Source: an optimization exercise on an open RTL-to-GDS flow (aim: small area, a short achievable clock period and few clock cycles). Production flows keep margins and buffers that such runs may drop.
At most, simulation tests tie the RTL to the original design; equivalence was not proved.
Function not checked in runs 1 to 4 and 7: the RTL went through the layout flow alone.
Power figures rest on the tool's default switching activity, not on a simulated workload.

==> flow/design.v <==
module CORDIC_angles_ROM_comb (
    input  wire [3:0]  which_angle,
    input  wire        hyp,
    output wire [15:0] angle_out
);
    wire [3:0]  i = which_angle;
    wire [15:0] tbl =
        (i == 4'd0) ? 16'b0011001001000100 :                                    
        (i == 4'd1) ? (hyp ? 16'b0010001100101000 : 16'b0001110110101100) :     
        (i == 4'd2) ? (hyp ? 16'b0001000001011001 : 16'b0000111110101110) :     
        (i == 4'd3) ? (hyp ? 16'b0000100000001011 : 16'b0000011111110101) :     
                      (hyp ? 16'b0000010000000001 : 16'b0000001111111111);      
    wire [3:0]  p = 4'd14 - i;
    assign angle_out = (i < 4'd5) ? tbl : (16'd1 << p);
endmodule
module CORDIC_iteration (
    input  [15:0] x, y, z,
    input  [15:0] x_s, y_s,
    input  [15:0] delta_z,
    input         sigma,      
    input         hold_x,     
    input         hyp,
    output [15:0] next_x, next_y, next_z
);
    wire        sub_x = sigma ^ hyp;
    wire [15:0] bx    = hold_x ? 16'd0 : (y_s ^ {16{sub_x}});
    assign next_x = x + bx + {15'd0, sub_x & ~hold_x};
    assign next_y = y + (x_s ^ {16{~sigma}}) + {15'd0, ~sigma};
    assign next_z = z + (delta_z ^ {16{sigma}}) + {15'd0, sigma};
endmodule
module CORDIC (
    input             clk,
    input             rst_n,
    input             start,
    input      [1:0]  mode_in,
    input             rot_in,
    input      [4:0]  s,
    input      [15:0] A,
    input      [15:0] B,
    output     [15:0] out1,
    output     [15:0] out2,
    output     [1:0]  status,
    output reg        done
);
    localparam signed [15:0] K_INV_Q = 16'sd9949;
    localparam signed [15:0] K_HYP   = 16'b0100110101001000;
    reg  [1:0] mode;
    reg        rot;
    reg        busy, fin;
    reg  [3:0] cnt;
    reg  [3:0] k;
    reg  signed [15:0] x, y, z;
    wire lin  = (mode == 2'b01);
    wire hyp  = (mode == 2'b10);
    wire circ = (mode == 2'b00);
    reg        rep;
    wire [3:0] sh = cnt;
    function [3:0] msb_abs;
        input [15:0] v;
        reg [15:0] u, c;
        reg t;
        integer i;
        begin
            u = v ^ {16{v[15]}};
            t = v[15];
            for (i = 0; i < 16; i = i + 1) begin
                c[i] = u[i] | t;
                t = t & u[i];
            end
            msb_abs = 4'd0;
            for (i = 0; i < 16; i = i + 1)
                if (c[i]) msb_abs = i[3:0];
        end
    endfunction
    wire [3:0] msb_v = msb_abs(busy ? A : B);
    wire [4:0] k_mul = ({1'b0, msb_v} > s) ? ({1'b0, msb_v} - s) : 5'd0;
    wire [3:0] k_new = rot_in ? k_mul[3:0] : msb_v;
    wire [3:0] k_div = (k > msb_v) ? (k - msb_v) : 4'd0;
    wire [3:0] k_pre = rot ? k : k_div;
    wire pre = (cnt == 4'd15);
    function [15:0] rev16;
        input [15:0] v;
        integer i;
        begin
            for (i = 0; i < 16; i = i + 1) rev16[i] = v[15 - i];
        end
    endfunction
    wire signed [15:0] x_s = x >>> sh;
    wire        [15:0] ysh_in = busy ? y : rev16(y);
    wire        [3:0]  ysh_amt = ~busy ? k : pre ? k_pre : sh;
    wire        [31:0] ysh_ext = {{16{busy & y[15]}}, ysh_in} >> ysh_amt;
    wire        [15:0] y_s = ysh_ext[15:0];
    wire [15:0] ang;
    CORDIC_angles_ROM_comb angles_rom (.which_angle(sh), .hyp(hyp), .angle_out(ang));
    wire [3:0] kk  = rot ? 4'd0 : k;
    wire [5:0] e   = {1'b0, s} + {2'b0, kk} - {2'b0, sh};
    wire [15:0] alpha = (({1'b0, sh} <= s) && (e < 6'd16)) ? (16'd1 << e[3:0]) : 16'd0;
    wire [15:0] dz = lin ? alpha : (circ | hyp) ? ang : 16'd0;
    wire sigma = rot ? ~z[15] : y[15];
    wire [15:0] nx, ny, nz;
    CORDIC_iteration iter_stage (
        .x(x), .y(y), .z(z), .x_s(x_s), .y_s(y_s), .delta_z(dz),
        .sigma(sigma), .hold_x(lin | ~(circ | hyp)), .hyp(hyp),
        .next_x(nx), .next_y(ny), .next_z(nz)
    );
    wire last = (cnt == 4'd11);
    always @(posedge clk) begin
        if (!rst_n) begin
            busy <= 1'b0;
            fin  <= 1'b0;
            done <= 1'b0;
        end else begin
            done <= busy & last;
            if (start) begin
                busy <= 1'b1;
                fin  <= 1'b0;
            end else if (busy & last) begin
                busy <= 1'b0;
                fin  <= 1'b1;
            end
        end
    end
    always @(posedge clk) begin
        if (start) begin
            mode <= mode_in;
            rot  <= rot_in;
            k    <= k_new;
            cnt  <= (mode_in == 2'b01) ? 4'd15 :
                    (mode_in == 2'b10) ? 4'd1 : 4'd0;
            rep  <= 1'b0;
            case (mode_in)
                2'b00: begin
                    x <= rot_in ? K_INV_Q : A;
                    y <= rot_in ? 16'd0 : B;
                    z <= rot_in ? A : 16'd0;
                end
                2'b01: begin
                    x <= A;
                    y <= B;
                    z <= 16'd0;
                end
                2'b10: begin
                    x <= rot_in ? K_HYP : A;
                    y <= rot_in ? 16'd0 : B;
                    z <= rot_in ? A : 16'd0;
                end
                default: begin
                    x <= 16'd0;
                    y <= 16'd0;
                    z <= 16'd0;
                end
            endcase
        end else if (busy) begin
            if (hyp && cnt == 4'd4 && !rep)
                rep <= 1'b1;
            else
                cnt <= cnt + 4'd1;
            if (pre) begin
                k <= k_pre;
                y <= rot ? 16'd0 : y_s;
                z <= rot ? y_s : 16'd0;
            end else begin
                x <= nx;
                y <= ny;
                z <= nz;
            end
        end
    end
    assign out1   = lin ? (rot ? rev16(y_s) : z) : x;
    assign out2   = (rot ^ lin) ? y : z;
    assign status = {fin, busy};
endmodule
`default_nettype none
module tqvp_CORDIC (
    input         clk,
    input         rst_n,
    input  [7:0]  ui_in,
    output [7:0]  uo_out,
    input [5:0]   address,
    input [31:0]  data_in,
    input [1:0]   data_write_n,
    input [1:0]   data_read_n,
    output [31:0] data_out,
    output        data_ready,
    output        user_interrupt
);
    reg  [15:0] A, B;
    reg  [4:0]  shift;
    wire [15:0] out1, out2;
    wire [1:0]  status;
    wire        done;
    wire wr    = (data_write_n != 2'b11);
    wire wr_hi = (data_write_n[1] != data_write_n[0]);
    wire start = wr && (address == 6'h0) && data_in[0];
    always @(posedge clk) begin
        if (!rst_n) begin
            A     <= 16'd0;
            B     <= 16'd0;
            shift <= 5'd11;
        end else begin
            if (address == 6'h1 && wr)    A[7:0]  <= data_in[7:0];
            if (address == 6'h1 && wr_hi) A[15:8] <= data_in[15:8];
            if (address == 6'h2 && wr)    B[7:0]  <= data_in[7:0];
            if (address == 6'h2 && wr_hi) B[15:8] <= data_in[15:8];
            if (address == 6'h3 && wr)    shift   <= data_in[4:0];
        end
    end
    CORDIC cordic_module (
        .clk(clk), .rst_n(rst_n),
        .start(start), .mode_in(data_in[2:1]), .rot_in(data_in[3]),
        .s(shift), .A(A), .B(B),
        .out1(out1), .out2(out2), .status(status), .done(done)
    );
    assign data_out = (address == 6'h0) ? 32'hbadcaffe :
                      (address == 6'h4) ? {16'b0, out1} :
                      (address == 6'h5) ? {16'b0, out2} :
                      (address == 6'h6) ? {30'b0, status} :
                      32'h0;
    assign data_ready     = 1'b1;
    assign user_interrupt = done;
    assign uo_out         = {6'b0, status};
    wire _unused = &{data_read_n, ui_in, data_in[31:16], 1'b0};
endmodule
==> flow/run.sh <==
#!/bin/bash
# synth_recipe.tcl (not shown) runs the flow's synth.tcl, then flattens the netlist and writes it again
# the make line also repeats each setting of config.mk as NAME=value (left out here)
make -C /OpenROAD-flow-scripts/flow DESIGN_CONFIG=/design/flow/config.mk WORK_HOME=/design/flow/orfs CLKGATE_MAP_FILE= SYNTH_SCRIPT=/design/flow/synth_recipe.tcl finish
==> flow/config.mk <==
export PLATFORM = sky130hd
export DESIGN_NAME = tqvp_CORDIC
export DESIGN_NICKNAME = tqvp_CORDIC
export VERILOG_FILES = /design/flow/design.v
export SDC_FILE = /design/flow/constraint.sdc
export NUM_CORES = 4
export LEC_CHECK = 0
export ABC_AREA = 1
export CAP_MARGIN = 20
export CORE_MARGIN = 2
export CORE_UTILIZATION = 40
export SETUP_SLACK_MARGIN = 5
export SLEW_MARGIN = 20
export TNS_END_PERCENT = 100
==> flow/constraint.sdc <==
create_clock -name core_clock -period 12.0 [get_ports {clk}]
set_input_delay 2.4000 -clock core_clock [delete_from_list [all_inputs] [get_ports {clk}]]
set_output_delay 2.4000 -clock core_clock [all_outputs]
set_load 0.01 [all_outputs]
==> results of run 1 <==
==> final cells by class <==
| cell class | instances | area (sq um) |
|---|---|---|
| fillers | 2943 | 14600 |
| multi-input cells | 1451 | 8490 |
| flip-flops and latches | 100 | 2600 |
| repair buffers | 159 | 1520 |
| inverters | 237 | 910 |
| well taps | 384 | 480 |
| clock buffers | 9 | 225 |
| clock inverters | 7 | 71.3 |
| diodes | 1 | 2.50 |
==> kinds of logic after synthesis <==
| group | after synthesis |
|---|---|
| compound gates | 480 |
| xor+xnor | 56 |
| fa+ha+maj | 91 |
| buf+inv | 324 |
| flops | 100 |
| mux | 8 |
| other cells | 2 |
| simple gates | 801 |
==> power by group <==
part           total (mW)  switching [mW]  internal, mW
combinational       0.136          0.0831        0.0525
clock               0.317           0.153         0.164
sequential          0.369         0.00388         0.365
==> worst max-delay path, delay by kind of cell (launching register included) <==
kind                     cells  cell delay (ns)
AO/OA/AOI/OAI                2             0.21
XOR/XNOR                     1             0.35
adder cells (fa/ha/maj)      2             0.54
buffers and inverters        6             0.62
flip-flops                   1             0.43
multiplexers                 1             0.39
AND/OR/NAND/NOR             22             2.32
==> stage by stage <==
stage / hold slack (ns) / setup WS [ns]
3_5_place_dp: 0.456 / 3.04
4_1_cts: 0.478 / 4.51
2_1_floorplan: 0.437 / 5.60
6_report: 0.470 / 4.34
5_1_grt: 0.553 / 4.14
3_3_place_gp: 0.452 / 3.16
==> state kept, by name, indices dropped and copies added (netlist names) <==
register,count
cordic_module.rot,1
cordic_module.z,16
B,16
cordic_module.x,16
cordic_module.cnt,4
cordic_module.y,16
cordic_module.fin,1
cordic_module.mode,2
cordic_module.done,1
cordic_module.busy,1
cordic_module.rep,1
A,16
shift,5
cordic_module.k,4
==> layout by cell type (no fill, tap or decap), types with 19 or more instances in the layout <==
cell,n
nand2_1,446
inv_1,213
o21ai_0,195
nor2_1,137
a21oi_1,130
nand3_1,89
ha_1,79
buf_4,77
edfxtp_1,59
xor2_1,46
dfxtp_1,39
clkdlybuf4s50_1,38
o21ai_1,33
nand2_2,32
nand3_2,25
o211ai_1,24
buf_6,24
o21ai_2,19
==> worst paths after layout <==
| kind | to | slack, ns |
|---|---|---|
| worst max register to register | cordic_module.x[13] | 4.68 |
| worst min register to register | cordic_module.rep | 0.47 |
| worst min-delay path | cordic_module.rep | 0.47 |
| worst max-delay path | data_out[1] | 4.34 |
==> metal layers <==
metal / routed length [um] / share of wire / vias to the layer above / global-route usage
met5: 0 / 0 / - / 0
met4: 2440 / 0.050 / 0 / 0.123
met3: 4790 / 0.097 / 151 / 0.0539
met2: 21700 / 0.44 / 735 / 0.488
met1: 20200 / 0.41 / 6219 / 0.409
li1: - / - / 6369 / -
==> timing repair <==
item | 4_1_cts | 5_1_grt
setup buffers | 54 | 32
endpoints found under the setup margin | 31 | 37
pin swaps | 36 | 57
cloned | 5 | 1
resized for setup | 143 | 119
==> results.json, run 1 <==
{
  "status": "timing/DRC/antenna clean",
  "start_util": 0.408,
  "ant_nets": 0,
  "r2r_start": "cordic_module.busy",
  "maxCapViolCount": 0,
  "synth-seq-cells": 100,
  "core_area_sq_mm": 0.0289,
  "maxSlewViolCount": 0,
  "final_util": 0.495,
  "cts_hold_buf": 0,
  "arrival_ns": 5.26,
  "ioPinCount": 94,
  "synth_flop_cell": "edfxtp_1",
  "synthMuxAreaShare": 0.00680,
  "grt_pass1_wl_mm": 71.7,
  "synth_edf_count": 59,
  "wl_per_cell_um": 20.9,
  "drt_iter0_markers": 1691,
  "worst_pin_slew_ns": 0.957,
  "fin_crit_sh": 0.638,
  "worst_hold_path.num_cells": 2,
  "h-tree-depth": 3,
  "drt-total-wl_mm": 49.1,
  "synth_area_leaders": "nand2_1 15%, edfxtp_1 15%, o21ai_0 8.9%",
  "clk_latency_ns": 0.37,
  "cts_buffers": 9,
  "async_reset_ff_frac": 0,
  "layout-drive-gt1-share": 0.157,
  "crit_path_frequent_cell": "nand2_2",
  "die_w_um": 176,
  "route.detailed.drc": 0,
  "vdd_drop_max_mv": 0.0551,
  "crit_path_max_incr_delay_ns": 0.43,
  "synthCells": 1862,
  "p_leak_nw": 6.64,
  "hp-start": "cordic_module.rep",
  "startpoint_type": "register",
  "grt_start_max_net_pins": 38,
  "critPathKind": "reg -> out",
  "portBuffers": 54,
  "synth-xor-area-share": 0.0416,
  "crit_start": "cordic_module.busy",
  "clock_path_buffers": 2,
  "hp-class": "reg -> reg",
  "worstPathMaxFanout": 7,
  "ys_warn_count": 2,
  "setup_tns_ns": 0,
  "synth_top_family_by_area": "simple AND/OR/NAND/NOR gates",
  "synth.top_cell.area_share": 0.154,
  "place_congestion": 1.00,
  "vias_per_cell": 5.74,
  "min_period_ns": 7.66,
  "yosysMostFrequentCell": "nand2_1",
  "stdcell_area_sq_mm": 0.0143,
  "synth_top_area_cell": "nand2_1",
  "fin_nets": 2101,
  "cp-end-kind": "output pin",
  "synth_compound_area_frac": 0.227,
  "hold_viol": 0,
  "cts_root_buffer": "clkbuf_16",
  "cts_sinks": 100,
  "die_y_um": 176,
  "rsz0062_at_grt": "yes",
  "dr.pass1.iters": 9,
  "setup_violations": 0,
  "synthSimpleGateAreaFrac": 0.283,
  "synth_area_per_cell_sq_um": 6.33,
  "cts_tree": "built",
  "post_synth_num_cell_types": 63,
  "place_area_sq_mm": 0.0125,
  "hpwl_mm": 36.2,
  "clock_skew_ns": 0.0161,
  "grt_overflow": 0,
  "worst_ep_required_time_ns": 9.60,
  "netlist_top_cells_count": "483 x nand2_1, 219 x inv_1, 209 x o21ai_0",
  "fmax_mhz": 131,
  "r2r.worst_path.cells": 49,
  "rows": 62,
  "ys_seq_area_frac": 0.220,
  "clk_pin_slew_worst_paths_ns": 0.07,
  "synth_area_sq_mm": 0.0118,
  "fin_total_pwr_mw": 0.821,
  "area_delta_synth_final_pct": 21.3,
  "slew_headroom": 0.360,
  "routed-via-count": 13500,
  "synthAdderAreaFrac": 0.103,
  "dp.cells": 2239,
  "track_usage": 0.306,
  "power_density_mw_per_mm2": 57.5,
  "antenna_found_initial": 0,
  "grt_pass1_vias": 12200,
  "die-area_sq_mm": 0.0308,
  "fin_cells": 2348,
  "slowest_stage": "dfxtp_4"
}
==> inputs of run 2 (changes only) <==
--- a/flow/design.v
+++ b/flow/design.v
@@ -72,11 +72,11 @@
                 if (c[i]) msb_abs = i[3:0];
         end
     endfunction
-    wire [3:0] msb_v = msb_abs(busy ? A : B);
-    wire [4:0] k_mul = ({1'b0, msb_v} > s) ? ({1'b0, msb_v} - s) : 5'd0;
-    wire [3:0] k_new = rot_in ? k_mul[3:0] : msb_v;
-    wire [3:0] k_div = (k > msb_v) ? (k - msb_v) : 4'd0;
-    wire [3:0] k_pre = rot ? k : k_div;
+    wire [3:0] msb_b = msb_abs(B);
+    wire [3:0] msb_a = msb_abs(A);
+    wire [4:0] k_mul = ({1'b0, msb_b} > s) ? ({1'b0, msb_b} - s) : 5'd0;
+    wire [3:0] k_div = (msb_b > msb_a) ? (msb_b - msb_a) : 4'd0;
+    wire [3:0] k_new = rot_in ? k_mul[3:0] : k_div;
     wire pre = (cnt == 4'd15);
     function [15:0] rev16;
         input [15:0] v;
@@ -87,7 +87,7 @@
     endfunction
     wire signed [15:0] x_s = x >>> sh;
     wire        [15:0] ysh_in = busy ? y : rev16(y);
-    wire        [3:0]  ysh_amt = ~busy ? k : pre ? k_pre : sh;
+    wire        [3:0]  ysh_amt = (pre | ~busy) ? k : sh;
     wire        [31:0] ysh_ext = {{16{busy & y[15]}}, ysh_in} >> ysh_amt;
     wire        [15:0] y_s = ysh_ext[15:0];
     wire [15:0] ang;
@@ -156,7 +156,6 @@
             else
                 cnt <= cnt + 4'd1;
             if (pre) begin
-                k <= k_pre;
                 y <= rot ? 16'd0 : y_s;
                 z <= rot ? y_s : 16'd0;
             end else begin
@@ -211,11 +210,14 @@
         .s(shift), .A(A), .B(B),
         .out1(out1), .out2(out2), .status(status), .done(done)
     );
-    assign data_out = (address == 6'h0) ? 32'hbadcaffe :
-                      (address == 6'h4) ? {16'b0, out1} :
-                      (address == 6'h5) ? {16'b0, out2} :
-                      (address == 6'h6) ? {30'b0, status} :
-                      32'h0;
+    wire hi0   = (address[5:3] == 3'b000);
+    wire sel0  = hi0 & (address[2:0] == 3'b000);
+    wire sel45 = hi0 & (address[2:1] == 2'b10);
+    wire sel6  = hi0 & (address[2:0] == 3'b110);
+    wire [15:0] out12 = address[0] ? out2 : out1;
+    assign data_out = ({32{sel0}} & 32'hbadcaffe) |
+                      {16'b0, {16{sel45}} & out12} |
+                      {30'b0, {2{sel6}} & status};
     assign data_ready     = 1'b1;
     assign user_interrupt = done;
     assign uo_out         = {6'b0, status};
==> flow/flow/run.sh (new file) <==
#!/bin/bash
set -euo pipefail
bash standard.sh SETUP_SLACK_MARGIN=6 finish > flow_make.log 2>&1
==> flow/standard.sh (new file) <==
#!/bin/bash
# synth_recipe.tcl (not shown) runs the flow's synth.tcl, then flattens the netlist and writes it again
# the make line also repeats each setting of config.mk as NAME=value (left out here)
make -C /OpenROAD-flow-scripts/flow DESIGN_CONFIG=/design/flow/config.mk WORK_HOME=/design/flow/orfs CLKGATE_MAP_FILE= SYNTH_SCRIPT=/design/flow/synth_recipe.tcl "${@:-finish}"
removed: flow/run.sh
==> run 2 against run 1 <==
Still clean. Register-to-register slack better by 1.9 ns. Area after synthesis rose by 1.1%. Combinational power grew 7%. Clock skew shrank 0.0033 ns. Critical path depth shrank 22. Maximum frequency rose by 24%. First-iteration DRC count is 12% lower. Core utilization is 3.5 points lower. Critical endpoint is now data_out[15].
==> results.json, run 2 <==
{
  "status": "timing/DRC/antenna clean",
  "die-area_sq_mm": 0.0312,
  "area_delta_synth_final_pct": 14.0,
  "worst_ep_required_time_ns": 9.60,
  "drt-total-wl_mm": 44.9,
  "setup_violations": 0,
  "arrival_ns": 3.75,
  "core_area_sq_mm": 0.0295,
  "cts_buffers": 9,
  "layout_setup_ws_ns": 5.85,
  "worst_pin_slew_ns": 0.954,
  "routed-via-count": 12900,
  "start_util": 0.404,
  "synth_edf_count": 59,
  "maxSlewViolCount": 0,
  "antenna_found_initial": 0,
  "fin_crit_sh": 0.513,
  "multiInputGateArea_sq_mm": 0.00830,
  "synth_area_per_cell_sq_um": 6.36,
  "hpwl_mm": 33.6,
  "synth.top_cell.area_share": 0.161,
  "rows": 63,
  "cts_tree": "built",
  "clock_path_buffers": 2,
  "cp-end-kind": "output pin",
  "grt_pass1_wl_mm": 66.4,
  "async_reset_ff_frac": 0,
  "ys_warn_count": 2,
  "setup_tns_ns": 0,
  "maxCapViolCount": 0,
  "rsz0062_at_grt": "yes",
  "synth_area_sq_mm": 0.0119,
  "track_usage": 0.281,
  "ant_nets": 0,
  "ys_seq_area_frac": 0.218,
  "seq_area_sq_mm": 0.00259,
  "combPwrFrac": 0.177,
  "min_period_ns": 6.15,
  "p_clk_frac": 0.376,
  "die_w_um": 177,
  "yosysMostFrequentCell": "nand2_1",
  "synth_flop_cell": "edfxtp_1",
  "hp-class": "reg -> reg",
  "vdd_drop_max_mv": 0.0674,
  "seq_power_share": 0.447,
  "ioPinCount": 94,
  "insertedDiodeCount": 0,
  "fmax_mhz": 163,
  "portBuffers": 54,
  "clk_latency_ns": 0.37,
  "die_y_um": 177,
  "power_density_mw_per_mm2": 61.0,
  "dr.pass1.iters": 9,
  "p_leak_nw": 6.48,
  "final_common_cell": "nand2_1",
  "hold_viol": 0,
  "place_ws_ns": 4.14,
  "swShare": 0.312,
  "grt_overflow": 0,
  "fillers": 3136,
  "p_sw_mw": 0.258,
  "synth-seq-cells": 100,
  "drt_iter0_markers": 1496,
  "cts_root_buffer": "clkbuf_16",
  "worstPathMaxFanout": 3,
  "wl_per_cell_um": 19.4,
  "cts_sinks": 100,
  "slew_headroom": 0.363,
  "layout-drive-gt1-share": 0.110,
  "final_cell_mix": "490 x nand2_1, 192 x inv_1, 191 x o21ai_0",
  "clock_skew_ns": 0.0128,
  "post_synth_num_cell_types": 55,
  "synth_top_area_cell": "nand2_1",
  "vias_per_cell": 5.59,
  "synthCells": 1871,
  "grt_start_max_net_pins": 44,
  "route.detailed.drc": 0,
  "h-tree-depth": 3,
  "internal_power_mw": 0.570,
  "fin_nets": 2067,
  "synth_area_leaders": "nand2_1 16%, edfxtp_1 15%, ha_1 8.9%",
  "startpoint_type": "input pin",
  "netlist_top_cells_count": "511 x nand2_1, 211 x o21ai_0, 200 x inv_1",
  "clk_pin_slew_worst_paths_ns": 0.08,
  "grt_pass1_vias": 11600,
  "critPathKind": "in -> out",
  "place_congestion": 0.966
}
-- run 2: changes by cell type after synthesis, moves of 11 or more --
cell	before	now
a21oi_1	136	121
o22ai_1	11	27
nor2_1	141	153
nand2_1	483	511
nand3_1	115	102
o211ai_1	24	13
inv_1	219	200
o21ai_1	35	12
xnor2_1	7	31
-- run 2: kinds of logic after synthesis --
| group | Yosys count | synth area share |
|---|---|---|
| and+or+nand+nor | 833 | 0.291 |
| AOI/OAI and AO/OA | 452 | 0.212 |
| buffers and inverters | 307 | 0.110 |
| DFF | 100 | 0.218 |
| adders and majority gates | 95 | 0.106 |
| xor gates and xnor gates | 77 | 0.0579 |
| muxes | 5 | 0.00420 |
| other | 2 | 0.000631 |
-- run 2: worst max-delay path, stage by stage --
cell and delay, ns:
buf_6 0.10, nor2_4 0.15, nand2_4 0.08, nor2_4 0.10, inv_2 0.07, nor3_4 0.13
buf_6 0.16, clkinvlp_4 0.14, buf_6 0.14, buf_6 0.11, nand2_2 0.07, buf_6 0.10
-- run 2: layout make-up --
type	instances	share of cell area
timing repair inverter	2	0.00111
timing repair buffer	116	0.0774
inverter	213	0.0608
multi-input combinational	1478	0.612
tap	390	0.0360
clock buffer	9	0.0166
clock inverter	7	0.00553
sequential	100	0.191
-- run 2: what timing repair did --
item	4_1_cts	5_1_grt
setup endpoints to repair	29	50
gates cloned	4	3
setup buffers	46	5
pin swaps	14	20
resized for setup	165	92
hold buffers	0	0
-- run 2: per-layer routing --
metal,track usage,share of wire,up-vias
met1,0.381,0.43,5963
met5,0,0,-
met4,0.102,0.035,0
met2,0.446,0.45,601
li1,-,-,6293
met3,0.0502,0.089,88
-- run 2: stage by stage --
stage | instances | cell area (sq um) | hold slack [ns] | utilization | power [mW]
after global placement | 2241 | 12500 | 0.451 | 0.425 | 0.507
after global routing | 2315 | 13600 | 0.522 | 0.460 | 0.853
after CTS | 2307 | 13300 | 0.477 | 0.452 | 0.818
final | 2315 | 13600 | 0.476 | 0.460 | 0.828
after detailed placement | 2241 | 12500 | 0.457 | 0.425 | 0.509
after floorplan | 1882 | 12000 | 0.437 | - | 0.471
-- run 2: path summary, 6_finish.rpt --
check | startpoint | end | slack (ns) | cells past startpoint
max reg2reg | cordic_module.rot | cordic_module.z[12] | 6.53 | 30
max | address[4] | data_out[15] | 5.85 | 12
min | cordic_module.rep | cordic_module.rep | 0.48 | 2
min reg2reg | cordic_module.rep | cordic_module.rep | 0.48 | 2
-- run 2: power by group through the flow --
stage                     Combinational, mW  Sequential (mW)  Clock [mW]
after global routing                  0.162            0.370       0.321
after detailed placement              0.131            0.378           0
after floorplan                      0.0952            0.375           0
after CTS                             0.139            0.370       0.309
final                                 0.146            0.370       0.312
after global placement                0.129            0.378           0
==> inputs of run 3 (changes only) <==
==> flow/flow/run.sh (replaced) <==
#!/bin/bash
set -euo pipefail
bash standard.sh SETUP_SLACK_MARGIN=7 finish > flow_make.log 2>&1
==> run 3 against run 2 <==
Wire length fell by 0.31%. Synthesized cell count did not move. Clock power fell by 6%. Critical path type unchanged.
==> results.json, run 3 <==
{
  "track_usage": 0.279,
  "dp.cells": 2243,
  "final_util": 0.478,
  "fin_crit_sh": 0.496,
  "core_area_sq_mm": 0.0295,
  "setup_tns_ns": 0,
  "multiInputGateArea_sq_mm": 0.00861,
  "rsz0062_at_grt": "yes",
  "portBuffers": 54,
  "crit_path_cell_trace": "buf_6 -> nor2_4 -> nand2_4 -> nor2_4 -> inv_2 -> nor3_4 -> buf_6 -> inv_8 -> buf_4 -> nand2_1 -> buf_2",
  "vias_per_cell": 5.55,
  "ys_warn_count": 2,
  "path_buf_inv": 6,
  "worstPathMaxFanout": 9,
  "rows": 63,
  "crit_path_max_incr_delay_ns": 0.16,
  "maxSlewViolCount": 0,
  "wl_per_cell_um": 19.3,
  "dr.pass1.iters": 6,
  "drt_iter0_markers": 1480,
  "insertedDiodeCount": 0,
  "r2r.worst_path.cells": 33,
  "worst_ep_required_time_ns": 9.60,
  "slew_headroom": 0.355,
  "clock_path_buffers": 2,
  "h-tree-depth": 3,
  "yosysMostFrequentCell": "nand2_1",
  "critPathKind": "in -> out",
  "fin_nets": 2076,
  "die_y_um": 177,
  "hold_viol": 0,
  "clk_pin_slew_worst_paths_ns": 0.08,
  "worst_pin_slew_ns": 0.964,
  "die_w_um": 177,
  "final_common_cell": "nand2_1",
  "arrival_ns": 3.55,
  "setup_violations": 0,
  "cts_hold_buf": 0,
  "clk_latency_ns": 0.37,
  "ioPinCount": 94,
  "antenna_found_initial": 0,
  "worst_hold_path.num_cells": 2,
  "hold_slack_ns": 0.474,
  "final_cell_mix": "473 x nand2_1, 191 x inv_1, 186 x o21ai_0",
  "synth_area_leaders": "nand2_1 16%, edfxtp_1 15%, ha_1 8.9%",
  "status": "timing/DRC/antenna clean",
  "die-area_sq_mm": 0.0312,
  "area_delta_synth_final_pct": 18.5,
  "async_reset_ff_frac": 0,
  "fin_cells": 2324,
  "maxCapViolCount": 0,
  "fmax_mhz": 168,
  "synth_area_sq_mm": 0.0119,
  "place_congestion": 0.965,
  "grt_pass1_wl_mm": 66.2,
  "synth-seq-cells": 100,
  "cp.depth": 11,
  "synth_edf_count": 59,
  "clock_skew_ns": 0.0129,
  "vdd_drop_max_mv": 0.0585,
  "fillers": 3109,
  "cts_root_buffer": "clkbuf_16",
  "cp-end-kind": "output pin",
  "startpoint_type": "input pin",
  "cp_top_family": "buffers and inverters",
  "synthCells": 1871,
  "cts_tree": "built",
  "seq_area_sq_mm": 0.00259,
  "grt_overflow": 0,
  "grt_start_max_net_pins": 44,
  "synth.top_cell.area_share": 0.161,
  "layout-drive-gt1-share": 0.139,
  "cts_sinks": 100,
  "ys_seq_area_frac": 0.218,
  "p_leak_nw": 6.66,
  "netlist_top_cells_count": "511 x nand2_1, 211 x o21ai_0, 200 x inv_1",
  "slowest_stage": "buf_6",
  "start_util": 0.404,
  "synth_top_area_cell": "nand2_1",
  "hpwl_mm": 33.7,
  "min_period_ns": 5.95,
  "post_synth_num_cell_types": 55,
  "route.detailed.drc": 0,
  "drt-total-wl_mm": 44.8,
  "grt_pass1_vias": 11700,
  "synth_area_per_cell_sq_um": 6.36,
  "hp-class": "reg -> reg",
  "ant_nets": 0,
  "cts_buffers": 9,
  "synth_flop_cell": "edfxtp_1",
  "power_density_mw_per_mm2": 58.0,
  "routed-via-count": 12900
}
[run 3: layout make-up]
type | count | area share
clock inverter | 6 | 0.00444
sequential | 100 | 0.184
timing repair buffer | 126 | 0.0887
multi-input combinational | 1478 | 0.611
clock buffer | 10 | 0.0162
tap | 390 | 0.0346
timing repair inverter | 1 | 0.000621
inverter | 213 | 0.0609
[run 3: through the flow]
step | setup WS (ns) | total power [mW] | instance area [sq um]
after CTS | 6.06 | 0.806 | 13400
after detailed placement | 4.64 | 0.510 | 12600
final | 6.05 | 0.818 | 14100
after global placement | 4.51 | 0.508 | 12600
after floorplan | 6.11 | 0.471 | 12000
after global routing | 6.00 | 0.849 | 14100
[run 3: cell families (layout without fill, tap and decap cells)]
kind of cell    after synthesis  in the layout  synth area share
flops                       100            100             0.218
other cells                   2             13          0.000631
fa+ha+maj                    95             95             0.106
simple gates                833            833             0.291
xor+xnor                     77             77            0.0579
buf+inv                     307            356             0.110
mux                           5              5           0.00420
compound gates              452            455             0.212
[run 3: worst reg2reg max path, delay by kind of cell, from the launching register on]
family                     cells  cell delay [ns]
AOI/OAI and AO/OA              6             0.75
adders and majority gates      3             1.27
buffers and inverters         10             1.07
and+or+nand+nor               12             0.92
DFF                            1             0.48
xor gates and xnor gates       2             0.33
[run 3: repair_timing]
| action | CTS | global route |
|---|---|---|
| pin swaps | 21 | 30 |
| resized for setup | 212 | 116 |
| setup buffers | 28 | 28 |
| gates cloned | 5 | 4 |
| setup endpoints to repair | 127 | 61 |
| hold endpoints to repair | 0 | 0 |
[run 3: layer usage]
layer,vias up,global-route usage,part of all wire
met5,-,0,0
met2,512,0.436,0.44
met3,92,0.0506,0.082
met4,0,0.109,0.042
li1,6317,-,-
met1,5984,0.382,0.44
[run 3: path summary, 6_finish.rpt]
kind,startpoint,to,slack [ns]
setup / recovery,address[4],data_out[15],6.05
setup reg to reg,cordic_module.rot,cordic_module.z[12],6.93
hold / removal,cordic_module.rep,cordic_module.rep,0.47
hold reg to reg,cordic_module.rep,cordic_module.rep,0.47
[run 3: where the power goes]
group	internal, mW	switching (mW)
logic	0.0614	0.0918
clock network	0.146	0.149
registers	0.366	0.00450
==> inputs of run 4 (changes only) <==
--- a/flow/design.v
+++ b/flow/design.v
@@ -18,13 +18,11 @@
     input  [15:0] x_s, y_s,
     input  [15:0] delta_z,
     input         sigma,      
-    input         hold_x,     
     input         hyp,
     output [15:0] next_x, next_y, next_z
 );
     wire        sub_x = sigma ^ hyp;
-    wire [15:0] bx    = hold_x ? 16'd0 : (y_s ^ {16{sub_x}});
-    assign next_x = x + bx + {15'd0, sub_x & ~hold_x};
+    assign next_x = x + (y_s ^ {16{sub_x}}) + {15'd0, sub_x};
     assign next_y = y + (x_s ^ {16{~sigma}}) + {15'd0, ~sigma};
     assign next_z = z + (delta_z ^ {16{sigma}}) + {15'd0, sigma};
 endmodule
@@ -95,12 +93,12 @@
     wire [3:0] kk  = rot ? 4'd0 : k;
     wire [5:0] e   = {1'b0, s} + {2'b0, kk} - {2'b0, sh};
     wire [15:0] alpha = (({1'b0, sh} <= s) && (e < 6'd16)) ? (16'd1 << e[3:0]) : 16'd0;
-    wire [15:0] dz = lin ? alpha : (circ | hyp) ? ang : 16'd0;
+    wire [15:0] dz = lin ? alpha : ang;
     wire sigma = rot ? ~z[15] : y[15];
     wire [15:0] nx, ny, nz;
     CORDIC_iteration iter_stage (
         .x(x), .y(y), .z(z), .x_s(x_s), .y_s(y_s), .delta_z(dz),
-        .sigma(sigma), .hold_x(lin | ~(circ | hyp)), .hyp(hyp),
+        .sigma(sigma), .hyp(hyp),
         .next_x(nx), .next_y(ny), .next_z(nz)
     );
     wire last = (cnt == 4'd11);
@@ -158,8 +156,8 @@
             if (pre) begin
                 y <= rot ? 16'd0 : y_s;
                 z <= rot ? y_s : 16'd0;
-            end else begin
-                x <= nx;
+            end else if (mode != 2'b11) begin
+                if (!lin) x <= nx;
                 y <= ny;
                 z <= nz;
             end
==> flow/flow/run.sh (replaced) <==
#!/bin/bash
set -euo pipefail
bash standard.sh SETUP_SLACK_MARGIN=6 finish > flow_make.log 2>&1
==> run 4 against run 3 <==
Synthesized cell count fell by 3.2%. Combinational power fell by 9%. First-iteration DRC count did not move. Non-clock buffer count fell by 22. Largest power group unchanged. Die area fell by 0.63%. Critical endpoint is now data_out[9]. Maximum frequency fell by 1.7%. Sequential power barely moved. Core utilization fell by 1.5 points. Global-route usage rose by 1.2 points. Wire length rose by 1.1%. Critical path type is now reg -> out.
==> results.json, run 4 <==
{
  "rsz0062_at_grt": "yes",
  "yosysMostFrequentCell": "nand2_1",
  "arrival_ns": 3.65,
  "drt-total-wl_mm": 45.3,
  "cts_tree": "built",
  "cts_hold_buf": 0,
  "fillers": 3032,
  "ys_warn_count": 2,
  "final_cell_mix": "443 x nand2_1, 194 x o21ai_0, 172 x inv_1",
  "slowest_stage": "edfxtp_1",
  "place_congestion": 0.979,
  "track_usage": 0.291,
  "netlist_top_cells_count": "453 x nand2_1, 199 x o21ai_0, 177 x inv_1",
  "insertedDiodeCount": 0,
  "cts_sinks": 100,
  "clk_pin_slew_worst_paths_ns": 0.08,
  "fmax_mhz": 165,
  "hp-class": "reg -> reg",
  "slew_headroom": 0.345,
  "rows": 62,
  "path_buf_inv": 5,
  "fin_nets": 1997,
  "setup_violations": 0,
  "p_leak_nw": 6.17,
  "synth_area_per_cell_sq_um": 6.53,
  "die_y_um": 176,
  "fin_crit_sh": 0.505,
  "min_period_ns": 6.05,
  "die-area_sq_mm": 0.0310,
  "area_delta_synth_final_pct": 13.3,
  "setup_tns_ns": 0,
  "grt_overflow": 0,
  "h-tree-depth": 3,
  "synth_edf_count": 59,
  "start_util": 0.409,
  "final_common_cell": "nand2_1",
  "startpoint_type": "register",
  "cts_buffers": 9,
  "core_area_sq_mm": 0.0289,
  "cp_top_family": "buffers and inverters",
  "crit_path_cell_trace": "buf_4 -> inv_1 -> o21ai_4 -> clkinvlp_4 -> buf_4 -> o21ai_0 -> a21oi_1 -> nor2_1 -> nor2_1 -> o22ai_1 -> nand2_1 -> nand3_1 -> nand2_4 -> buf_6",
  "synth_area_sq_mm": 0.0118,
  "maxCapViolCount": 0,
  "hpwl_mm": 34.8,
  "seq_area_sq_mm": 0.00259,
  "post_synth_num_cell_types": 63,
  "fin_cells": 2240,
  "routed-via-count": 12800,
  "synth.top_cell.area_share": 0.150,
  "synth_top_area_cell": "edfxtp_1",
  "grt_pass1_wl_mm": 68.4,
  "cts_root_buffer": "clkbuf_16",
  "synthCells": 1812,
  "clock_skew_ns": 0.0197,
  "multiInputGateArea_sq_mm": 0.00835,
  "die_w_um": 176,
  "portBuffers": 54,
  "synth_flop_cell": "edfxtp_1",
  "crit_path_max_incr_delay_ns": 0.54,
  "worstPathMaxFanout": 11,
  "vias_per_cell": 5.73,
  "vdd_drop_max_mv": 0.0678,
  "ioPinCount": 94,
  "route.detailed.drc": 0,
  "wl_per_cell_um": 20.2,
  "cp-end-kind": "output pin",
  "layout-drive-gt1-share": 0.0948,
  "dp.cells": 2186,
  "worst_ep_required_time_ns": 9.60,
  "synth-seq-cells": 100,
  "hold_viol": 0,
  "critPathKind": "reg -> out",
  "maxSlewViolCount": 0,
  "power_density_mw_per_mm2": 61.6,
  "status": "timing/DRC/antenna clean",
  "ant_nets": 0,
  "antenna_found_initial": 1,
  "dr.pass1.iters": 7,
  "clk_latency_ns": 0.38,
  "grt_start_max_net_pins": 48,
  "worst_pin_slew_ns": 0.981,
  "clock_path_buffers": 2,
  "synth_area_leaders": "edfxtp_1 15%, nand2_1 14%, ha_1 9.0%",
  "async_reset_ff_frac": 0,
  "ys_seq_area_frac": 0.219,
  "grt_pass1_vias": 11500,
  "drt_iter0_markers": 1480
}
[run 4: area by class of cell]
type / count / area share
repair inverters: 2 / 0.00112
flip-flops and latches: 100 / 0.193
multi-input cells: 1446 / 0.623
inverters: 188 / 0.0539
clock inverters: 7 / 0.00663
repair buffers: 104 / 0.0695
clock buffers: 9 / 0.0168
well taps: 384 / 0.0358
[run 4: cells by family (layout without fill, tap and decap cells)]
family	count (synthesis)	in the layout	share of synthesized area
mux	1	1	0.000846
fa+ha+maj	94	94	0.105
simple gates	791	792	0.285
other cells	2	13	0.000635
buf+inv	278	310	0.102
flops	100	100	0.219
xor+xnor	97	97	0.0731
compound gates	449	449	0.215
[run 4: worst paths after layout]
path / endpoint / startpoint / cells past startpoint / slack (ns)
worst min register to register: B[0] / B[0] / 2 / 0.50
worst max register to register: cordic_module.z[14] / cordic_module.rot / 30 / 6.43
worst min-delay path: B[0] / B[0] / 2 / 0.50
worst max-delay path: data_out[9] / cordic_module.cnt[3] / 14 / 5.95
[run 4: through the flow]
step | hold slack (ns) | worst slack [ns] | utilization | cell area [sq um] | power (mW)
final | 0.499 | 5.95 | 0.463 | 13400 | 0.825
after global routing | 0.541 | 5.90 | 0.463 | 13400 | 0.855
after CTS | 0.500 | 5.90 | 0.457 | 13200 | 0.821
after detailed placement | 0.489 | 4.47 | 0.433 | 12500 | 0.508
after global placement | 0.450 | 4.49 | 0.433 | 12500 | 0.506
after floorplan | 0.437 | 6.03 | - | 11900 | 0.469
[run 4: metal layers]
layer	wire, um	GRT usage	part of all wire	vias to the layer above
li1	-	-	-	6149
met1	20100	0.405	0.44	6021
met2	20100	0.463	0.44	592
met3	3680	0.0459	0.081	79
met4	1460	0.0933	0.032	0
met5	0	0	0	-
[run 4: where the power goes]
group	switching [mW]	leakage (nW)	internal, mW
Clock	0.166	0.152	0.151
Combinational	0.0863	5.15	0.0526
Sequential	0.00450	0.863	0.365
[run 4: tightest hold or removal path, cell delays in order (launching register included)]
cell and delay (ns):
dfxtp_1 0.31, inv_1 0.08, a21oi_1 0.06
[run 4: what timing repair did]
item                                    CTS  global route
gates resized for setup                 154            35
endpoints found under the setup margin   26            24
pin swaps                                15             5
cloned                                    4             0
buffers inserted                         21            12
==> inputs of run 5 (changes only) <==
--- a/flow/design.v
+++ b/flow/design.v
@@ -21,10 +21,47 @@
     input         hyp,
     output [15:0] next_x, next_y, next_z
 );
-    wire        sub_x = sigma ^ hyp;
-    assign next_x = x + (y_s ^ {16{sub_x}}) + {15'd0, sub_x};
-    assign next_y = y + (x_s ^ {16{~sigma}}) + {15'd0, ~sigma};
-    assign next_z = z + (delta_z ^ {16{sigma}}) + {15'd0, sigma};
+    wire sub_x = sigma ^ hyp;
+    bk_add16 ax (.a(x), .b(y_s ^ {16{sub_x}}),  .ci(sub_x),  .s(next_x));
+    bk_add16 ay (.a(y), .b(x_s ^ {16{~sigma}}), .ci(~sigma), .s(next_y));
+    bk_add16 az (.a(z), .b(delta_z ^ {16{sigma}}), .ci(sigma), .s(next_z));
+endmodule
+module bk_add16 (
+    input  [15:0] a, b,
+    input         ci,
+    output [15:0] s
+);
+    wire [15:0] p = a ^ b;
+    wire [15:0] g0 = a & b;
+    wire [15:0] g = {g0[15:1], g0[0] | (p[0] & ci)};
+    wire g10 = g[1] | p[1] & g[0],     p10 = p[1] & p[0];
+    wire g32 = g[3] | p[3] & g[2],     p32 = p[3] & p[2];
+    wire g54 = g[5] | p[5] & g[4],     p54 = p[5] & p[4];
+    wire g76 = g[7] | p[7] & g[6],     p76 = p[7] & p[6];
+    wire g98 = g[9] | p[9] & g[8],     p98 = p[9] & p[8];
+    wire gba = g[11] | p[11] & g[10],  pba = p[11] & p[10];
+    wire gdc = g[13] | p[13] & g[12],  pdc = p[13] & p[12];
+    wire g30 = g32 | p32 & g10,        p30 = p32 & p10;
+    wire g74 = g76 | p76 & g54,        p74 = p76 & p54;
+    wire gb8 = gba | pba & g98,        pb8 = pba & p98;
+    wire g70 = g74 | p74 & g30;
+    wire [14:0] c;
+    assign c[0]  = g[0];
+    assign c[1]  = g10;
+    assign c[3]  = g30;
+    assign c[7]  = g70;
+    assign c[11] = gb8 | pb8 & c[7];
+    assign c[5]  = g54 | p54 & c[3];
+    assign c[9]  = g98 | p98 & c[7];
+    assign c[13] = gdc | pdc & c[11];
+    assign c[2]  = g[2] | p[2] & c[1];
+    assign c[4]  = g[4] | p[4] & c[3];
+    assign c[6]  = g[6] | p[6] & c[5];
+    assign c[8]  = g[8] | p[8] & c[7];
+    assign c[10] = g[10] | p[10] & c[9];
+    assign c[12] = g[12] | p[12] & c[11];
+    assign c[14] = g[14] | p[14] & c[13];
+    assign s = p ^ {c, ci};
 endmodule
 module CORDIC (
     input             clk,
--- a/flow/config.mk
+++ b/flow/config.mk
@@ -8,7 +8,7 @@
 export ABC_AREA = 1
 export CAP_MARGIN = 20
 export CORE_MARGIN = 2
-export CORE_UTILIZATION = 40
+export CORE_UTILIZATION = 60
 export SETUP_SLACK_MARGIN = 5
 export SLEW_MARGIN = 20
 export TNS_END_PERCENT = 100
==> run 5 against run 4 <==
Core utilization increased by 20 points. Global-route usage increased by 9.8 points. Wire length decreased by 11%. Final cell count decreased by 7.6%. First-iteration DRC count decreased by 10%.
==> results.json, run 5 <==
{
  "insertedDiodeCount": 0,
  "synth_area_per_cell_sq_um": 6.63,
  "grt_pass1_wl_mm": 60.6,
  "cts_buffers": 9,
  "ioPinCount": 94,
  "vias_per_cell": 5.92,
  "p_leak_nw": 6.39,
  "cts_hold_buf": 0,
  "clock_path_buffers": 2,
  "hold_viol": 0,
  "ys_warn_count": 2,
  "maxSlewViolCount": 0,
  "route.detailed.drc": 0,
  "synth_area_leaders": "nand2_1 16%, edfxtp_1 15%, ha_1 8.0%",
  "slowest_stage": "nor3_4",
  "fmax_mhz": 167,
  "place_ws_ns": 5.00,
  "critPathKind": "in -> out",
  "top_usage_layer": "met2",
  "path_buf_inv": 5,
  "crit_path_frequent_cell": "buf_6",
  "grt_start_max_net_pins": 44,
  "rows": 51,
  "worst_pin_slew_ns": 0.992,
  "fillers": 1819,
  "synth_area_sq_mm": 0.0118,
  "hpwl_mm": 31.4,
  "worst_ep_required_time_ns": 9.60,
  "power_density_mw_per_mm2": 63.6,
  "clock_skew_ns": 0.0105,
  "vdd_drop_max_mv": 0.0970,
  "wl_per_cell_um": 19.5,
  "final_cell_mix": "473 x nand2_1, 186 x inv_1, 150 x nand3_1",
  "status": "timing/DRC/antenna clean",
  "layout_setup_ws_ns": 6.00,
  "core_area_sq_mm": 0.0194,
  "h-tree-depth": 3,
  "area_delta_synth_final_pct": 9.69,
  "clk_latency_ns": 0.37,
  "ys_seq_area_frac": 0.220,
  "synth_edf_count": 59,
  "die_w_um": 144,
  "fin_nets": 1956,
  "synthMuxAreaShare": 0.00170,
  "fin_crit_sh": 0.500,
  "die_y_um": 144,
  "cts_sinks": 100,
  "setup_tns_ns": 0,
  "synth_top_area_cell": "nand2_1",
  "place_congestion": 1.04,
  "crit_path_cell_trace": "buf_6 -> nor2_4 -> nand2_4 -> nor3_4 -> buf_6 -> buf_6 -> o21ai_2 -> inv_1 -> nand2_2 -> nand2_2 -> buf_6",
  "synth_flop_cell": "edfxtp_1",
  "place_area_sq_mm": 0.0122,
  "dr.pass1.iters": 6,
  "synthAdderAreaFrac": 0.131,
  "globalRouteMet3Util": 0.0791,
  "startpoint_type": "input pin",
  "rsz0062_at_grt": "yes",
  "synth-xor-area-share": 0.0691,
  "synth-seq-cells": 100,
  "drt_iter0_markers": 1328,
  "use_met2": 0.583,
  "synth_top_family_by_area": "simple AND/OR/NAND/NOR gates",
  "async_reset_ff_frac": 0,
  "portBuffers": 54,
  "antenna_found_initial": 0,
  "arrival_ns": 3.60,
  "slew_headroom": 0.334,
  "die-area_sq_mm": 0.0208,
  "grt_overflow": 0,
  "cp-end-kind": "output pin",
  "layout-drive-gt1-share": 0.0970,
  "start_util": 0.608,
  "fin_total_pwr_mw": 0.823,
  "min_period_ns": 6.00,
  "synth_compound_area_frac": 0.171,
  "yosysMostFrequentCell": "nand2_1",
  "maxCapViolCount": 0,
  "setup_violations": 0,
  "clk_pin_slew_worst_paths_ns": 0.08,
  "hp-class": "reg -> reg",
  "synthCells": 1778,
  "worstPathMaxFanout": 4,
  "grt_pass1_vias": 11000,
  "routed-via-count": 12200,
  "stdcell_area_sq_mm": 0.0129,
  "synthSimpleGateAreaFrac": 0.290,
  "cp_top_family": "simple AND/OR/NAND/NOR gates",
  "crit_path_max_incr_delay_ns": 0.24,
  "track_usage": 0.390,
  "cts_tree": "built",
  "final_common_cell": "nand2_1",
  "post_synth_num_cell_types": 63,
  "met1_usage": 0.534,
  "drt-total-wl_mm": 40.3,
  "synth.top_cell.area_share": 0.156,
  "cts_root_buffer": "clkbuf_16",
  "ant_nets": 0,
  "netlist_top_cells_count": "489 x nand2_1, 196 x inv_1, 151 x nand3_1, 151 x o21ai_0, 114 x nor2_1"
}
==> run 5: changes by cell type after synthesis, sizes merged, moves of 10 or more <==
| cell | delta |
|---|---|
| fa | +21 |
| nand3 | +15 |
| o21ai | -41 |
| o22ai | +11 |
| a21oi | -38 |
| nand2 | +35 |
| inv | +30 |
| ha | -10 |
| nor2 | -13 |
==> run 5: kinds of logic (layout without fill, tap and decap cells) <==
family	after synthesis	after routing
simple gates	811	811
other cells	2	13
flops	100	100
mux	2	2
buf+inv	313	328
compound gates	355	355
xor+xnor	90	90
fa+ha+maj	105	105
==> run 5: worst paths after layout <==
kind / slack, ns / cells past startpoint / to / from
hold reg to reg: 0.47 / 2 / cordic_module.busy / cordic_module.busy
setup / recovery: 6.00 / 11 / data_out[1] / address[4]
setup reg to reg: 6.48 / 34 / cordic_module.z[15] / cordic_module.rot
hold / removal: 0.47 / 2 / cordic_module.busy / cordic_module.busy
==> run 5: cell type report <==
class	instances	area [sq um]	share of cell area
flip-flops and latches	100	2590	0.201
clock inverters	7	92.6	0.00716
well taps	265	332	0.0256
inverters	219	840	0.0649
clock buffers	9	225	0.0174
multi-input cells	1376	7990	0.618
repair buffers	92	855	0.0661
repair inverters	1	5.00	0.000387
==> run 5: repair_timing <==
action	4_1_cts	5_1_grt
pin swaps	7	17
gates resized for setup	157	45
gates cloned	2	1
setup endpoints to repair	27	31
setup buffers	17	7
==> run 5: power breakdown <==
group / internal [mW] / switching (mW) / leakage [nW]
logic: 0.0513 / 0.0833 / 5.37
clock network: 0.168 / 0.151 / 0.156
registers: 0.366 / 0.00354 / 0.864
==> run 5: through the flow <==
stage               hold slack, ns  instances   util
floorplan                    0.437       1789      -
global placement             0.448       2026  0.631
detailed placement           0.459       2026  0.631
CTS                          0.470       2061  0.659
global route                 0.497       2069  0.666
finish                       0.473       2069  0.666
==> run 5: metal layers <==
metal  vias to the layer above  wire length, um
met5                         -                0
met4                         0             2350
met3                       121             4660
met2                       700            16900
met1                      5551            16400
li1                       5869                -
==> run 5: worst reg2reg max path, delay by kind of cell (launching register included) <==
family | cells | cell delay (ns)
compound gates | 5 | 0.76
xor+xnor | 3 | 0.47
fa+ha+maj | 4 | 1.58
buf+inv | 5 | 0.50
flops | 1 | 0.49
simple gates | 17 | 1.46
Testbench counts of run 5, summed over its fixed seeds: cycles 29,352.
==> inputs of run 6 (changes only) <==
--- a/flow/config.mk
+++ b/flow/config.mk
@@ -8,7 +8,7 @@
 export ABC_AREA = 1
 export CAP_MARGIN = 20
 export CORE_MARGIN = 2
-export CORE_UTILIZATION = 60
+export CORE_UTILIZATION = 40
 export SETUP_SLACK_MARGIN = 5
 export SLEW_MARGIN = 20
 export TNS_END_PERCENT = 100
==> run 6 against run 5 <==
First-iteration DRC count increased by 7.1%. Combinational power about the same. Core utilization decreased by 22 points. Register-to-register slack got worse by 0.17 ns. Sequential power about the same. Maximum frequency decreased by 2.1%. Clock skew decreased by 0.0018 ns. Critical endpoint is now data_out[12]. Worst setup slack got worse by 0.13 ns. Hold slack improved by 0.038 ns. Synthesized cell count unchanged.
==> results.json, run 6 <==
{
  "antenna_found_initial": 0,
  "status": "timing/DRC/antenna clean",
  "worst_ep_required_time_ns": 9.60,
  "clk_pin_slew_worst_paths_ns": 0.08,
  "netlist_top_cells_count": "489 x nand2_1, 196 x inv_1, 151 x nand3_1, 151 x o21ai_0, 114 x nor2_1",
  "internal_power_mw": 0.563,
  "globalRouteMet3Util": 0.0439,
  "portBuffers": 54,
  "fin_total_pwr_mw": 0.811,
  "synth_flop_cell": "edfxtp_1",
  "met1_usage": 0.386,
  "post_synth_num_cell_types": 63,
  "crit_path_cell_trace": "buf_6 -> nor2_4 -> nand2_4 -> nor3_4 -> buf_6 -> buf_6 -> o21ai_0 -> a21oi_1 -> buf_2",
  "crit_path_frequent_cell": "buf_6",
  "maxCapViolCount": 0,
  "core_area_sq_mm": 0.0289,
  "ys_warn_count": 2,
  "start_util": 0.408,
  "p_leak_nw": 6.39,
  "track_usage": 0.272,
  "p_clk_frac": 0.380,
  "drt-total-wl_mm": 42.8,
  "async_reset_ff_frac": 0,
  "top_usage_layer": "met2",
  "slowest_stage": "nor3_4",
  "layout-drive-gt1-share": 0.0946,
  "synth_area_leaders": "nand2_1 16%, edfxtp_1 15%, ha_1 8.0%",
  "maxSlewViolCount": 0,
  "ys_seq_area_frac": 0.220,
  "grt_overflow": 0,
  "seq_power_share": 0.456,
  "hpwl_mm": 33.1,
  "area_delta_synth_final_pct": 10.5,
  "synth_top_area_cell": "nand2_1",
  "wl_per_cell_um": 19.5,
  "combPwrFrac": 0.165,
  "p_sw_mw": 0.248,
  "reg2reg_slack_ns": 6.31,
  "synth_edf_count": 59,
  "cts_buffers": 9,
  "worstPathMaxFanout": 4,
  "worst_pin_slew_ns": 0.931,
  "final_cell_mix": "476 x nand2_1, 190 x inv_1, 151 x nand3_1",
  "synth_area_sq_mm": 0.0118,
  "ioPinCount": 94,
  "r2r_start": "cordic_module.cnt[1]",
  "cts_root_buffer": "clkbuf_16",
  "drt_iter0_markers": 1422,
  "cp-end-kind": "output pin",
  "grt_pass1_vias": 11100,
  "routed-via-count": 12200,
  "yosysMostFrequentCell": "nand2_1",
  "fin_nets": 1960,
  "crit_start": "address[4]",
  "cts_tree": "built",
  "fin_crit_sh": 0.511,
  "crit_path_max_incr_delay_ns": 0.24,
  "hp-class": "reg -> reg",
  "insertedDiodeCount": 0,
  "min_period_ns": 6.13,
  "arrival_ns": 3.73,
  "final_common_cell": "nand2_1",
  "die_y_um": 176,
  "vdd_drop_max_mv": 0.0592,
  "grt_start_max_net_pins": 44,
  "swShare": 0.306,
  "route.detailed.drc": 0,
  "startpoint_type": "input pin",
  "vias_per_cell": 5.55,
  "synth-seq-cells": 100,
  "slew_headroom": 0.375,
  "die-area_sq_mm": 0.0309,
  "hp-start": "cordic_module.rep",
  "setup_tns_ns": 0,
  "clock_skew_ns": 0.00869,
  "place_congestion": 0.975,
  "synth_area_per_cell_sq_um": 6.63,
  "h-tree-depth": 3,
  "rows": 62,
  "fmax_mhz": 163,
  "synth.top_cell.area_share": 0.156,
  "power_density_mw_per_mm2": 62.3,
  "die_w_um": 176,
  "dr.pass1.iters": 8,
  "ant_nets": 0,
  "clock_path_buffers": 2,
  "clk_latency_ns": 0.38,
  "rsz0062_at_grt": "yes",
  "use_met2": 0.424,
  "fillers": 3057,
  "hold_viol": 0,
  "grt_pass1_wl_mm": 64.2,
  "synthCells": 1778,
  "cts_sinks": 100,
  "setup_violations": 0,
  "critPathKind": "in -> out"
}
-- run 6: cell counts after synthesis --
Identical to the previous run, type by type.
-- run 6: cells by family (layout without fill, tap and decap cells) --
logic type,Yosys count,after routing,synth area share
fa+ha+maj,105,105,0.131
mux,2,2,0.00170
buf+inv,313,331,0.117
flops,100,100,0.220
xor+xnor,90,90,0.0691
simple gates,811,812,0.290
other cells,2,13,0.000637
compound gates,355,355,0.171
-- run 6: final timing paths --
path / endpoint / depth (start not counted)
setup / recovery: data_out[12] / 9
hold / removal: cordic_module.rep / 2
setup reg to reg: cordic_module.x[15] / 23
hold reg to reg: cordic_module.rep / 2
-- run 6: cell type report --
cell class              count  area (sq um)  area share
repair buffers             95           818      0.0629
clock buffers               9           225      0.0173
flip-flops and latches    100          2590       0.199
multi-input cells        1377          7990       0.613
repair inverters            1          5.00    0.000384
inverters                 219           841      0.0646
clock inverters             7          70.1     0.00538
well taps                 384           480      0.0369
-- run 6: power groups by stage --
stage / logic, mW / clock network, mW / registers, mW
final: 0.134 / 0.308 / 0.369
after floorplan: 0.0929 / 0 / 0.375
after detailed placement: 0.128 / 0 / 0.378
after global placement: 0.126 / 0 / 0.378
after CTS: 0.131 / 0.307 / 0.369
after global routing: 0.151 / 0.318 / 0.370
-- run 6: through the flow --
stage / worst slack, ns / hold WS (ns) / instance area [sq um] / instances / utilization
4_1_cts: 5.94 / 0.477 / 12800 / 2181 / 0.445
3_5_place_dp: 4.93 / 0.457 / 12400 / 2143 / 0.429
2_1_floorplan: 6.02 / 0.437 / 11800 / 1789 / -
6_report: 5.87 / 0.510 / 13000 / 2192 / 0.451
5_1_grt: 5.87 / 0.544 / 13000 / 2192 / 0.451
3_3_place_gp: 4.96 / 0.449 / 12400 / 2143 / 0.429
-- run 6: repair_timing --
action	CTS	global route
cloned	2	2
pin swaps	11	11
setup buffers	20	9
hold buffers	0	0
resized for setup	143	47
setup endpoints to repair	30	28
-- run 6: critical path, delay by kind of cell --
kind	cells	cell delay [ns]
simple gates	3	0.43
buf+inv	4	0.56
compound gates	2	0.31
-- run 6: per-layer routing --
metal  wire length (um)  vias to the layer above
li1                   -                     5873
met1              18800                     5656
met2              18800                      551
met3               3900                       78
met4               1380                        0
met5                  0                        -
==> inputs of run 7 (changes only) <==
--- a/flow/design.v
+++ b/flow/design.v
@@ -75,6 +75,7 @@
     output     [15:0] out1,
     output     [15:0] out2,
     output     [1:0]  status,
+    output            zero_out,
     output reg        done
 );
     localparam signed [15:0] K_INV_Q = 16'sd9949;
@@ -112,7 +113,7 @@
     wire [4:0] k_mul = ({1'b0, msb_b} > s) ? ({1'b0, msb_b} - s) : 5'd0;
     wire [3:0] k_div = (msb_b > msb_a) ? (msb_b - msb_a) : 4'd0;
     wire [3:0] k_new = rot_in ? k_mul[3:0] : k_div;
-    wire pre = (cnt == 4'd15);
+    reg pre;
     function [15:0] rev16;
         input [15:0] v;
         integer i;
@@ -122,8 +123,7 @@
     endfunction
     wire signed [15:0] x_s = x >>> sh;
     wire        [15:0] ysh_in = busy ? y : rev16(y);
-    wire        [3:0]  ysh_amt = (pre | ~busy) ? k : sh;
-    wire        [31:0] ysh_ext = {{16{busy & y[15]}}, ysh_in} >> ysh_amt;
+    wire        [31:0] ysh_ext = {{16{busy & y[15]}}, ysh_in} >> cnt;
     wire        [15:0] y_s = ysh_ext[15:0];
     wire [15:0] ang;
     CORDIC_angles_ROM_comb angles_rom (.which_angle(sh), .hyp(hyp), .angle_out(ang));
@@ -138,7 +138,7 @@
         .sigma(sigma), .hyp(hyp),
         .next_x(nx), .next_y(ny), .next_z(nz)
     );
-    wire last = (cnt == 4'd11);
+    wire last = ~pre & (cnt == 4'd11);
     always @(posedge clk) begin
         if (!rst_n) begin
             busy <= 1'b0;
@@ -160,40 +160,27 @@
             mode <= mode_in;
             rot  <= rot_in;
             k    <= k_new;
-            cnt  <= (mode_in == 2'b01) ? 4'd15 :
+            cnt  <= (mode_in == 2'b01) ? k_new :
                     (mode_in == 2'b10) ? 4'd1 : 4'd0;
+            pre  <= (mode_in == 2'b01);
             rep  <= 1'b0;
-            case (mode_in)
-                2'b00: begin
-                    x <= rot_in ? K_INV_Q : A;
-                    y <= rot_in ? 16'd0 : B;
-                    z <= rot_in ? A : 16'd0;
-                end
-                2'b01: begin
-                    x <= A;
-                    y <= B;
-                    z <= 16'd0;
-                end
-                2'b10: begin
-                    x <= rot_in ? K_HYP : A;
-                    y <= rot_in ? 16'd0 : B;
-                    z <= rot_in ? A : 16'd0;
-                end
-                default: begin
-                    x <= 16'd0;
-                    y <= 16'd0;
-                    z <= 16'd0;
-                end
-            endcase
+            x <= (rot_in && mode_in != 2'b01) ?
+                     ((mode_in == 2'b10) ? K_HYP : K_INV_Q) : A;
+            y <= (rot_in && mode_in != 2'b01) ? 16'd0 : B;
+            z <= rot_in ? A : 16'd0;
         end else if (busy) begin
-            if (hyp && cnt == 4'd4 && !rep)
-                rep <= 1'b1;
-            else
-                cnt <= cnt + 4'd1;
             if (pre) begin
+                pre <= 1'b0;
+                cnt <= 4'd0;
                 y <= rot ? 16'd0 : y_s;
-                z <= rot ? y_s : 16'd0;
-            end else if (mode != 2'b11) begin
+                if (rot) z <= y_s;
+            end else begin
+                if (last)
+                    cnt <= k;
+                else if (hyp && cnt == 4'd4 && !rep)
+                    rep <= 1'b1;
+                else
+                    cnt <= cnt + 4'd1;
                 if (!lin) x <= nx;
                 y <= ny;
                 z <= nz;
@@ -203,6 +190,7 @@
     assign out1   = lin ? (rot ? rev16(y_s) : z) : x;
     assign out2   = (rot ^ lin) ? y : z;
     assign status = {fin, busy};
+    assign zero_out = (mode == 2'b11);
 endmodule
 `default_nettype none
 module tqvp_CORDIC (
@@ -223,6 +211,7 @@
     wire [15:0] out1, out2;
     wire [1:0]  status;
     wire        done;
+    wire        zero_out;    
     wire wr    = (data_write_n != 2'b11);
     wire wr_hi = (data_write_n[1] != data_write_n[0]);
     wire start = wr && (address == 6'h0) && data_in[0];
@@ -243,11 +232,11 @@
         .clk(clk), .rst_n(rst_n),
         .start(start), .mode_in(data_in[2:1]), .rot_in(data_in[3]),
         .s(shift), .A(A), .B(B),
-        .out1(out1), .out2(out2), .status(status), .done(done)
+        .out1(out1), .out2(out2), .status(status), .zero_out(zero_out), .done(done)
     );
     wire hi0   = (address[5:3] == 3'b000);
     wire sel0  = hi0 & (address[2:0] == 3'b000);
-    wire sel45 = hi0 & (address[2:1] == 2'b10);
+    wire sel45 = hi0 & (address[2:1] == 2'b10) & ~zero_out;
     wire sel6  = hi0 & (address[2:0] == 3'b110);
     wire [15:0] out12 = address[0] ? out2 : out1;
     assign data_out = ({32{sel0}} & 32'hbadcaffe) |
--- a/flow/config.mk
+++ b/flow/config.mk
@@ -8,7 +8,7 @@
 export ABC_AREA = 1
 export CAP_MARGIN = 20
 export CORE_MARGIN = 2
-export CORE_UTILIZATION = 40
+export CORE_UTILIZATION = 60
 export SETUP_SLACK_MARGIN = 5
 export SLEW_MARGIN = 20
 export TNS_END_PERCENT = 100
==> run 7 against run 6 <==
Still clean on timing, DRC and antenna. Core utilization rose by 22 points. Via count fell by 6.8%. Clock power fell by 3%. Global-route usage rose by 12 points. Sequential cell count rose by 1. Area after synthesis fell by 6.3%. Count of clock-buffer cells in the layout did not move. Worst setup slack improved by 0.089 ns. Final cell count fell by 16%. First-iteration DRC count fell by 20%. Synthesized cell count fell by 11%. Critical endpoint is now data_out[0]. Largest cell class unchanged.
==> results.json, run 7 <==
{
  "status": "timing/DRC/antenna clean",
  "ys_warn_count": 2,
  "clock_path_buffers": 2,
  "synth.top_cell.area_share": 0.163,
  "ioPinCount": 94,
  "grt_pass1_vias": 10500,
  "portBuffers": 54,
  "core_area_sq_mm": 0.0180,
  "cts_root_buffer": "clkbuf_16",
  "cts_sinks": 101,
  "grt_pass1_wl_mm": 59.1,
  "insertedDiodeCount": 0,
  "synth_area_leaders": "edfxtp_1 16%, nand2_1 14%, ha_1 8.0%",
  "fin_crit_sh": 0.503,
  "final_cell_mix": "411 x nand2_1, 184 x inv_1, 149 x o21ai_0",
  "setup_tns_ns": 0,
  "hpwl_mm": 30.2,
  "hp-class": "reg -> reg",
  "synthCells": 1586,
  "clk_pin_slew_worst_paths_ns": 0.07,
  "h-tree-depth": 3,
  "fin_nets": 1760,
  "worst_ep_required_time_ns": 9.60,
  "p_leak_nw": 5.61,
  "final_util": 0.669,
  "synth_edf_count": 60,
  "place_congestion": 0.988,
  "layout-drive-gt1-share": 0.0738,
  "track_usage": 0.394,
  "worstPathMaxFanout": 3,
  "cts_tree": "built",
  "cts_buffers": 9,
  "synth_area_sq_mm": 0.0110,
  "drt_iter0_markers": 1137,
  "min_period_ns": 6.04,
  "synth-seq-cells": 101,
  "ant_nets": 0,
  "synth_area_per_cell_sq_um": 6.96,
  "rsz0062_at_grt": "yes",
  "area_delta_synth_final_pct": 9.15,
  "arrival_ns": 3.64,
  "fin_cells": 1841,
  "antenna_found_initial": 0,
  "synth_flop_cell": "edfxtp_1",
  "critPathKind": "in -> out",
  "vdd_drop_max_mv": 0.0610,
  "cp-end-kind": "output pin",
  "hold_viol": 0,
  "grt_overflow": 0,
  "die_w_um": 140,
  "start_util": 0.613,
  "drt-total-wl_mm": 38.6,
  "yosysMostFrequentCell": "nand2_1",
  "setup_violations": 0,
  "final_common_cell": "nand2_1",
  "maxSlewViolCount": 0,
  "maxCapViolCount": 0,
  "power_density_mw_per_mm2": 66.3,
  "wl_per_cell_um": 21.0,
  "vias_per_cell": 6.15,
  "slew_headroom": 0.340,
  "startpoint_type": "input pin",
  "dp.cells": 1812,
  "clk_latency_ns": 0.36,
  "ys_seq_area_frac": 0.237,
  "reg2reg_slack_ns": 6.33,
  "fmax_mhz": 166,
  "grt_start_max_net_pins": 45,
  "clock_skew_ns": 0.0102,
  "rows": 49,
  "netlist_top_cells_count": "416 x nand2_1, 186 x inv_1, 156 x o21ai_0",
  "die_y_um": 140,
  "post_synth_num_cell_types": 59,
  "route.detailed.drc": 0,
  "async_reset_ff_frac": 0,
  "routed-via-count": 11300,
  "dr.pass1.iters": 5,
  "die-area_sq_mm": 0.0195,
  "worst_pin_slew_ns": 0.989,
  "synth_top_area_cell": "edfxtp_1"
}
run 7: changes by cell type in the layout (fill, tap and decap cells not counted), moves of 11 or more:
cell | before | now
o21ai_1 | 22 | 8
a21oi_1 | 93 | 67
o22ai_1 | 28 | 8
xnor2_1 | 27 | 39
nand2_1 | 476 | 411
inv_2 | 21 | 7
o221ai_1 | 1 | 28
nand2_2 | 16 | 5
nand3_1 | 151 | 81
run 7: final cells by class:
type,count,area (sq um)
sequential,101,2620
inverter,199,772
tap,229,287
clock inverter,7,62.6
fill,1677,5970
timing repair buffer,80,694
clock buffer,9,225
multi-input combinational,1216,7390
run 7: metal layers:
layer,share of wire,GRT usage
met1,0.39,0.526
met2,0.45,0.624
met3,0.12,0.0819
met4,0.046,0.166
met5,0,0
run 7: logic make-up after synthesis:
group,count (synthesis),share of synthesized area
fa+ha+maj,101,0.135
flops,101,0.237
other cells,2,0.000680
simple gates,651,0.244
mux,2,0.00181
compound gates,352,0.193
buf+inv,280,0.110
xor+xnor,97,0.0786
run 7: critical path, stage by stage:
cell	delay, ns
buf_8	0.10
nor2_4	0.11
nand2_4	0.06
a2111oi_4	0.18
buf_4	0.21
buf_6	0.13
buf_6	0.13
a32o_2	0.20
buf_6	0.11
run 7: power breakdown:
part / internal [mW] / switching [mW] / leakage [nW]
combinational: 0.0487 / 0.0806 / 4.59
clock: 0.146 / 0.151 / 0.145
sequential: 0.369 / 0.00317 / 0.875
run 7: path summary, 6_finish.rpt:
check | startpoint | endpoint | cells past startpoint
worst max-delay path | address[4] | data_out[0] | 9
worst max register to register | cordic_module.cnt[1] | cordic_module.z[15] | 24
worst min register to register | cordic_module.rep | cordic_module.rep | 2
worst min-delay path | cordic_module.rep | cordic_module.rep | 2
run 7: what timing repair did:
item,4_1_cts,5_1_grt
gates resized for setup,131,27
setup endpoints to repair,91,19
hold buffers,0,0
pin swaps,9,8
setup buffers,12,1
gates cloned,0,0
run 7: metrics by stage:
stage	hold slack [ns]	total power, mW	area (sq um)	worst slack, ns
after global routing	0.527	0.821	12100	5.89
after detailed placement	0.466	0.503	11600	4.01
after CTS	0.475	0.792	12000	5.95
after floorplan	0.436	0.467	11100	6.18
after global placement	0.445	0.501	11600	4.03
final	0.490	0.799	12100	5.96

Setup slack of run 7, layout unchanged: 5.959 ns with ideal ports, 5.921 ns with driving cells assumed (clock clkbuf_16, inputs buf_2), 5.921 ns with port delays also shifted by the 0.398 ns mid clock arrival.
